This design comes from an exercise in tuning for small area and a short achievable clock period on the open sky130 flow, not from production work.
Where RTL was checked, it was by simulation tests only, not by an equivalence proof against the original.
No functional check of the RTL was part of run 2.
Power and IR drop assume default switching activity.

==> flow/design.v, too long to show whole: its modules and the start of the top module <==
// module alu: 988 lines
// module cpa: 137 lines
// module ltu: 3 lines
// module mulov: 62 lines
// module ovtab: 18 lines
// module sfx4: 6 lines
// module ao8: 3 lines
// module ovsel: 6 lines
// module mx2: 3 lines
// module omux: 3 lines
// module logic_unit: 14 lines
// module fa: 4 lines
// module ha: 4 lines
module alu #(
    parameter DATA_WIDTH = 32,
    parameter INST_WIDTH = 4
)(
    input                   i_clk,
    input                   i_rst_n,
    input  [DATA_WIDTH-1:0] i_data_a,
    input  [DATA_WIDTH-1:0] i_data_b,
    input  [INST_WIDTH-1:0] i_inst,
    input                   i_valid,
    output [DATA_WIDTH-1:0] o_data,
    output                  o_overflow,
    output                  o_valid
);
  // ...
==> flow/flow/run.sh <==
#!/bin/bash
# The standard ORFS layout (standard synthesis included), with two
# changes to how it is made:
#  - the port buffers are plain buffers (buf_2) rather than the delay cell
#    that buffer_ports picks on its own; every port still gets its buffer;
set -uo pipefail
MARGIN=7
export BUFFER_PORTS_ARGS="-buffer_cell sky130_fd_sc_hd__buf_2"
bash standard.sh SETUP_SLACK_MARGIN=$MARGIN finish > flow_make.log 2>&1
status=$?
cp -r orfs/logs flow_logs 2>/dev/null || true
exit $status
==> flow/standard.sh <==
#!/bin/bash
# synth_recipe.tcl (not shown) runs the flow's synth.tcl, then flattens the netlist and writes it again
# the make line also repeats each setting of config.mk as NAME=value (left out here)
make -C /OpenROAD-flow-scripts/flow DESIGN_CONFIG=/design/flow/config.mk WORK_HOME=/design/flow/orfs CLKGATE_MAP_FILE= SYNTH_SCRIPT=/design/flow/synth_recipe.tcl "${@:-finish}"
==> flow/config.mk <==
export PLATFORM = sky130hd
export DESIGN_NAME = alu
export DESIGN_NICKNAME = alu
export VERILOG_FILES = /design/flow/design.v
export SDC_FILE = /design/flow/constraint.sdc
export NUM_CORES = 4
export LEC_CHECK = 0
export CAP_MARGIN = 20
export CORE_MARGIN = 2
export CORE_UTILIZATION = 45
export PLACE_DENSITY = 0.6
export SLEW_MARGIN = 20
export SYNTH_HIERARCHICAL = 1
export SYNTH_MINIMUM_KEEP_SIZE = 0
==> flow/constraint.sdc <==
create_clock -name core_clock -period 13.0 [get_ports {i_clk}]
set_input_delay 2.6000 -clock core_clock [delete_from_list [all_inputs] [get_ports {i_clk}]]
set_output_delay 2.6000 -clock core_clock [all_outputs]
set_load 0.01 [all_outputs]
==> out/qor.csv, run 1 <==
metric,value,unit
Synth top area share,0.2319,
Sequential Power,0.413,mW
post-synthesis mux area share,0.04130,
via count,16890,
post-synthesis register bit count,108,
RSZ-0062 raised after global routing,true,
hold slack,2.239,ns
Reg with most FFs,cs_r,
Worst Tran Pin Value,0.9260,ns
met2 GRT Util,0.5193,
GP Congestion,0.9700,
CP top delay family,adder cells,
Combinational Power Share,0.750,
FF+latch area,2703,um^2
Tapcell Cnt,546,
WL met3,6917,um
GRT met3 Usage,0.05830,
Max-Cap Viols,0,
largest net degree at the start of global routing,61,
"Slew Viols, Final",0,
Logic inverters,55,
worst setup margin,6.943,ns
Netlist Area Pre-Place,19420,um^2
WL met2,33020,um
status,"complete, no violations",
total gr overflow,0,
Avg WL per Cell,28.12,um
Multi-input comb cells,1640,
DR pass1 iterations,6,
fraction of area in registers,0.1249,
worst min path class,in -> async,
Layout Nets,2422,
Residual DRC,0,
max reg flops,96,
# clk buffers,9,
Reg power frac,0.139,
HPWL after detailed placement,46530,um
Initial Util,0.4539,
"slowest stage delay, CP",0.60,ns
most frequent cells after synthesis,"a22oi_1, xnor2_1, fa_1",
pre-CTS setup slack,6.027,ns
crit-path cells,fa_1 > ha_4 > a21o_1 > nor3b_2 > nor3_2 > buf_4 > o31ai_4 > buf_6 > a31o_1 > buf_4 > buf_6 > ha_4 > nor2_4 > xnor2_1 > buf_2,
==> run 2: changes to the inputs <==
--- a/flow/design.v
+++ b/flow/design.v
@@ -25,27 +25,25 @@
 generate
     for (gi = 0; gi < 16; gi = gi + 1) begin : g_enc
         assign bt_one[gi] = bx[2*gi+1] ^ bx[2*gi];
         assign bt_two[gi] = (bx[2*gi+2] & ~bx[2*gi+1] & ~bx[2*gi]) |
                             (~bx[2*gi+2] & bx[2*gi+1] & bx[2*gi]);
         assign bt_neg[gi] = bx[2*gi+2] & ~(bx[2*gi+1] & bx[2*gi]);
     end
 endgenerate
-wire lt_u;
-ltu u_ltu (.a(a), .b(b), .lt(lt_u));
-wire lt_s = a[31] ^ b[31] ^ lt_u;
-wire lt = op[3] ? lt_u : lt_s;           
+wire lt;
+ltcmp u_lt (.a(a), .b(b), .sgn(~op[3]), .lt(lt));
 wire mx = (op == 4'd3) | (op == 4'd8);
 wire mn = (op == 4'd4) | (op == 4'd9);
-wire sel_a = (mx & ~lt) | (mn & lt);
-wire sel_b = (mx & lt) | (mn & ~lt);
-wire e11 = i_valid & (sel_a | sel_b | (op == 4'd10) | (op == 4'd11)) | addop;
-wire e10 = i_valid & (sel_a | (op == 4'd11) | (op == 4'd12)) | addop;
-wire e01 = i_valid & (sel_b | (op == 4'd11) | (op == 4'd12) | (op == 4'd13));
+wire e11 = i_valid & (mx | mn | (op == 4'd10) | (op == 4'd11)) | addop;
+wire k10 = i_valid & ((op == 4'd11) | (op == 4'd12)) | addop;
+wire k01 = i_valid & ((op == 4'd11) | (op == 4'd12) | (op == 4'd13));
+wire e10 = k10 | (i_valid & (lt ? mn : mx));
+wire e01 = k01 | (i_valid & (lt ? mx : mn));
 wire e00 = i_valid & (op == 4'd13);
 wire erev = i_valid & (op == 4'd14);
 wire [31:0] lg;
 logic_unit u_lg (.a(a), .b(b), .e11(e11), .e10(e10), .e01(e01), .e00(e00),
                  .erev(erev), .d(lg));
 wire [31:0] ax = lg;
 wire [31:0] by = (b & {32{addp}}) | (~b & {32{sub}});
 wire [95:0] cs_w;
@@ -1118,18 +1116,46 @@
 assign s[29] = p0[29] ^ gg38;
 assign s[30] = p0[30] ^ gg46;
 assign s[31] = p0[31] ^ gg32;
 assign c31 = gg32;
 assign p31 = p0[31];
 assign g31 = g0[31];
 assign q32 = p0[32];
 endmodule
-module ltu (input [31:0] a, input [31:0] b, output lt);
-assign lt = a < b;
+module ltcmp (input [31:0] a, input [31:0] b, input sgn, output lt);
+wire [31:0] g0, e0;
+assign g0[30:0] = ~a[30:0] & b[30:0];
+assign e0[30:0] = ~(a[30:0] ^ b[30:0]);
+assign g0[31] = sgn ? (a[31] & ~b[31]) : (~a[31] & b[31]);
+assign e0[31] = ~(a[31] ^ b[31]);
+wire [15:0] g1, e1;
+wire [7:0]  g2, e2;
+wire [3:0]  g3, e3;
+wire [1:0]  g4, e4;
+genvar i;
+generate
+    for (i = 0; i < 16; i = i + 1) begin : l1
+        assign g1[i] = g0[2*i+1] | (e0[2*i+1] & g0[2*i]);
+        assign e1[i] = e0[2*i+1] & e0[2*i];
+    end
+    for (i = 0; i < 8; i = i + 1) begin : l2
+        assign g2[i] = g1[2*i+1] | (e1[2*i+1] & g1[2*i]);
+        assign e2[i] = e1[2*i+1] & e1[2*i];
+    end
+    for (i = 0; i < 4; i = i + 1) begin : l3
+        assign g3[i] = g2[2*i+1] | (e2[2*i+1] & g2[2*i]);
+        assign e3[i] = e2[2*i+1] & e2[2*i];
+    end
+    for (i = 0; i < 2; i = i + 1) begin : l4
+        assign g4[i] = g3[2*i+1] | (e3[2*i+1] & g3[2*i]);
+        assign e4[i] = e3[2*i+1] & e3[2*i];
+    end
+endgenerate
+assign lt = g4[1] | (e4[1] & g4[0]);
 endmodule
 module mulov (
     input  [31:0] a, b,
     input         sgn,
     output        ge32, ge31
 );
 wire [31:0] xa = a ^ {32{sgn & a[31]}};
 wire [31:0] xb = b ^ {32{sgn & b[31]}};
==> flow/flow/run.sh (replaced) <==
#!/bin/bash
# The standard ORFS layout (standard synthesis included), with two
# changes to how it is made:
#  - the port buffers are plain buffers (buf_4) rather than the delay cell
#    that buffer_ports picks on its own; every port still gets its buffer;
set -uo pipefail
MARGIN=7
export BUFFER_PORTS_ARGS="-buffer_cell sky130_fd_sc_hd__buf_4"
bash standard.sh SETUP_SLACK_MARGIN=$MARGIN finish > flow_make.log 2>&1
status=$?
cp -r orfs/logs flow_logs 2>/dev/null || true
exit $status
==> run 2 against run 1 <==
Compared with the run above: worst hold slack better by 0.0012 ns; largest power group unchanged; flip-flop and latch count is the same; design area down 0.15%; still clean; critical endpoint is now o_data[26]; core utilization fell by 0.19 points; combinational power increased by 2%; sequential share of layout area about the same; power up 1.1%.
==> out/qor.csv, run 2 <==
metric,value,unit,change
max_slew headroom,0.3852,,was 0.3812
CTS H-Tree Depth,3,,unchanged
clock sink total,108,,unchanged
critical path type,reg -> out,,unchanged
"most used cell, CP",buf_4,,
crit-path cells,fa_1 > ha_4 > buf_6 > nand3_2 > a211oi_2 > nor3_2 > buf_4 > o31ai_4 > buf_12 > buf_4 > a31oi_4 > o21ai_2 > ha_1 > nor2_1 > xnor2_1 > buf_4,,was fa_1 > ha_4 > a21o_1 > nor3b_2 > nor3_2 > buf_4 > o31ai_4 > buf_6 > a31o_1 > buf_4 > buf_6 > ha_4 > nor2_4 > xnor2_1 > buf_2
filler instances,3906,,was 3923
initial DRC count,1656,,was 1898
quantity of I/O buffers inserted on ports,104,,unchanged
most frequent cells after synthesis,"xnor2_1, a22oi_1, fa_1",,"was a22oi_1, xnor2_1, fa_1"
post-synthesis sequential area ratio,0.1389,,was 0.1392
path length in cells of the critical path,16,,was 15
Achievable Freq,162.7,MHz,was 165.1 MHz
CP startpoint kind,flip-flop,,unchanged
Syn. warnings,8,,unchanged
share of cells above drive strength 1,0.1671,,was 0.1816
Synth area leader,fa_1,,unchanged
area grow syn2layout,11.01,%,was 11.37%
DR pass1 iterations,6,,unchanged
vias in the first global route,16930,,was 17430
Final Hold Violating Endpoints,0,,unchanged
worst setup margin,6.854,ns,was 6.943 ns
Post-synth EDFFs,0,,unchanged
Synth top area share,0.2315,,was 0.2319
Layout Utilization,0.5036,,was 0.5055
share of synthesized flip-flops with an asynchronous set or reset,1.000,,unchanged
largest net degree at the start of global routing,76,,was 61
clock buffer depth,2,,unchanged
Total GRT Usage,0.3200,,was 0.3240
Worst Tran Pin Value,0.9200,ns,was 0.9260 ns
Final ANT Viol Nets,0,,unchanged
Total Neg Setup Slack,0,ns,unchanged
IO Count,105,,unchanged
Mapped Cells,1981,,was 1983
initial antenna violation count,0,,was 1
hold slack,2.240,ns,was 2.239 ns
Tcrit/Tclk final,0.4727,,was 0.4659
maximum vdd ir drop,0.09317,mV,was 0.07771 mV
fin cells,2554,,was 2550
Clock Root Buffer,clkbuf_16,,unchanged
WP buf/inv,5,,unchanged
Vias/cell,6.429,,was 6.623
Die H,211.9,um,was 211.7 um
hold_buf cts,0,,unchanged
CP arrival,3.55,ns,was 3.46 ns
CP Max Fanout,4,,was 7
RSZ-0062 raised after global routing,true,,unchanged
Setup crit end,o_data[26],,was o_data[20]
max reg flops,96,,unchanged
"Data required, critical path",10.40,ns,about the same
synth top area cells,"fa_1, xnor2_1, dfrtp_1",,"was fa_1, dfrtp_1, xnor2_1"
Residual DRC,0,,unchanged
Netlist Area Pre-Place,19450,um^2,was 19420 um^2
CP endpoint kind,primary output,,unchanged
GP Congestion,0.9374,,was 0.9700
CP top delay family,adder cells,,unchanged
top_reg_cell synth,dfrtp_1,,unchanged
"Slew Viols, Final",0,,unchanged
Final setup viols,0,,unchanged
Max-Cap Viols,0,,unchanged
synth unique cells,75,,was 83
Reg with most FFs,cs_r,,unchanged
Synth Net Count,2403,,was 2404
placed cells,2510,,was 2492
CTS tree,done,,unchanged
CTS clock-pin slew for the worst setup and hold paths,0.08,ns,was 0.07 ns
Pwr Density,139.5,nW/um^2,was 137.7 nW/um^2
Final Power,3.012,mW,was 2.978 mW
"Design Area, Final",21600,um^2,was 21630 um^2
Top Registers,"cs_r (96), ovi_r (10)",,unchanged
via count,16420,,was 16890
Initial Util,0.4536,,was 0.4539
total placed instance area,20400,um^2,was 20200 um^2
DRT Wirelength,70630,um,was 71700 um
Mapped Avg Cell Area,9.821,um^2,was 9.794 um^2
"commonest non-fill, non-tap cell in the layout",xnor2_1,,was a22oi_1
first-pass GRT wire length,106200,um,was 107600 um
most frequent cells in the layout,"xnor2_1, a22oi_1, fa_1",,"was a22oi_1, xnor2_1, fa_1"
HPWL after detailed placement,47800,um,was 46530 um
worst min path class,in -> async,,unchanged
die area,44910,um^2,was 44840 um^2
Static Leak,9.161,nW,was 9.172 nW
"slowest stage delay, CP",0.52,ns,was 0.60 ns
TritonCTS Buffers,9,,unchanged
"count leader, synth",xnor2_1,,was a22oi_1
pre-CTS setup slack,6.149,ns,was 6.027 ns
status,"complete, no violations",,unchanged
n_diodes,0,,unchanged
slowest CP cell,fa_1,,unchanged
Avg WL per Cell,27.65,um,was 28.12 um
Layout Nets,2387,,was 2422
Core Rows,76,,unchanged
Final Critical Period,6.146,ns,was 6.057 ns
Setup crit start,cs_r[10]$_DFF_PN0_,,was cs_r[11]$_DFF_PN0_
core area,42890,um^2,was 42790 um^2
post-synthesis register bit count,108,,unchanged
die width,211.9,um,was 211.7 um
total gr overflow,0,,unchanged
[run 2: power by group]
| part | internal [mW] | switching (mW) | leakage [nW] |
|---|---|---|---|
| Sequential | 0.383 | 0.0336 | 1.44 |
| Clock | 0.169 | 0.145 | 0.142 |
| Combinational | 1.03 | 1.25 | 7.57 |
| Total | 1.58 | 1.43 | 9.16 |
[run 2: per-module statistics from Yosys (local to each module, per instance), a selection]
module | copies in the design | flops+latches | cell area (um^2)
alu | 1 | 108 | 9837
ao8 | 8 | 0 | 36.28
cpa | 1 | 0 | 913.4
fa | 225 | 0 | 20.02
logic_unit | 1 | 0 | 1051
ltcmp | 1 | 0 | 802.0
mulov | 1 | 0 | 824.5
omux | 2 | 0 | 22.52
ovsel | 1 | 0 | 27.53
ovtab | 1 | 0 | 136.4
sfx4 | 8 | 0 | 27.53
[run 2: final cells by class]
| class | instances | area, um^2 | share of cell area |
|---|---|---|---|
| multi-input combinational | 1625 | 16100 | 0.7455 |
| tap | 585 | 732.0 | 0.03389 |
| inverter | 59 | 267.8 | 0.01240 |
| timing repair buffer | 162 | 1486 | 0.06883 |
| clock buffer | 11 | 232.7 | 0.01078 |
| clock inverter | 4 | 75.07 | 0.003476 |
| sequential | 108 | 2703 | 0.1251 |
[run 2: worst min path at each step]
stage,endpoint,startpoint,depth (start not counted)
after CTS,cs_r[71]$_DFF_PN0_,i_rst_n,1
after detailed placement,cs_r[71]$_DFF_PN0_,i_rst_n,1
after global placement,cs_r[71]$_DFF_PN0_,i_rst_n,1
final,cs_r[71]$_DFF_PN0_,i_rst_n,1
after global routing,cs_r[70]$_DFF_PN0_,i_rst_n,1
after floorplan,cs_r[0]$_DFF_PN0_,i_rst_n,0
[run 2: kinds of logic (layout without fill, tap and decap cells)]
family | Yosys count | in the layout | share of synthesized area
AO/OA/AOI/OAI | 527 | 527 | 0.1953
AND/OR/NAND/NOR | 368 | 368 | 0.1020
adder cells (fa/ha/maj) | 351 | 351 | 0.3126
XOR/XNOR | 337 | 337 | 0.1521
buffers and inverters | 248 | 236 | 0.05563
flip-flops | 108 | 108 | 0.1389
multiplexers | 41 | 41 | 0.04328
other | 1 | 1 | 0.0001928
[run 2: routing by layer]
metal / wire length (um) / vias to the layer above / GRT usage
li1: - / 6997 / -
met5: 0 / - / 0
met4: 3643 / 0 / 0.1600
met3: 6554 / 174 / 0.07313
met1: 27920 / 8320 / 0.4106
met2: 32510 / 929 / 0.5080
[run 2: timing repair]
item / 4_1_cts / 5_1_grt
buffers inserted: 18 / 9
gates resized for setup: 50 / 73
gates cloned: 0 / 2
setup endpoints to repair: 48 / 34
pin swaps: 23 / 20

-- port drivers added, routing unchanged --
In the flow no input, the clock included, has a driving cell. The finished layouts below were timed again as built, in two steps. Step 1: set_driving_cell puts a clkbuf_16 on i_clk and a buf_2 on each other input, an assumption about the parent block. Step 2, shift: input delay + t, output delay - t, t = (earliest + latest rising clock arrival at the registers) / 2. This alone moves slack from input paths to output paths. Slacks: ideal / step 1 / step 2; pairs: ideal / step 1.
run | shift t [ns] | slack for setup (ns) | worst slew at a driven data input, ns
run 1 | 0.444 | 6.943 / 6.885 / 6.561 | 0.04
run 2 | 0.432 | 6.854 / 6.801 / 6.595 | 0.18
After both steps setup and hold are still met in every run listed. For run 1, which loses most, drivers alone change the setup slack by -0.058 ns; drivers and shift together by -0.382 ns.
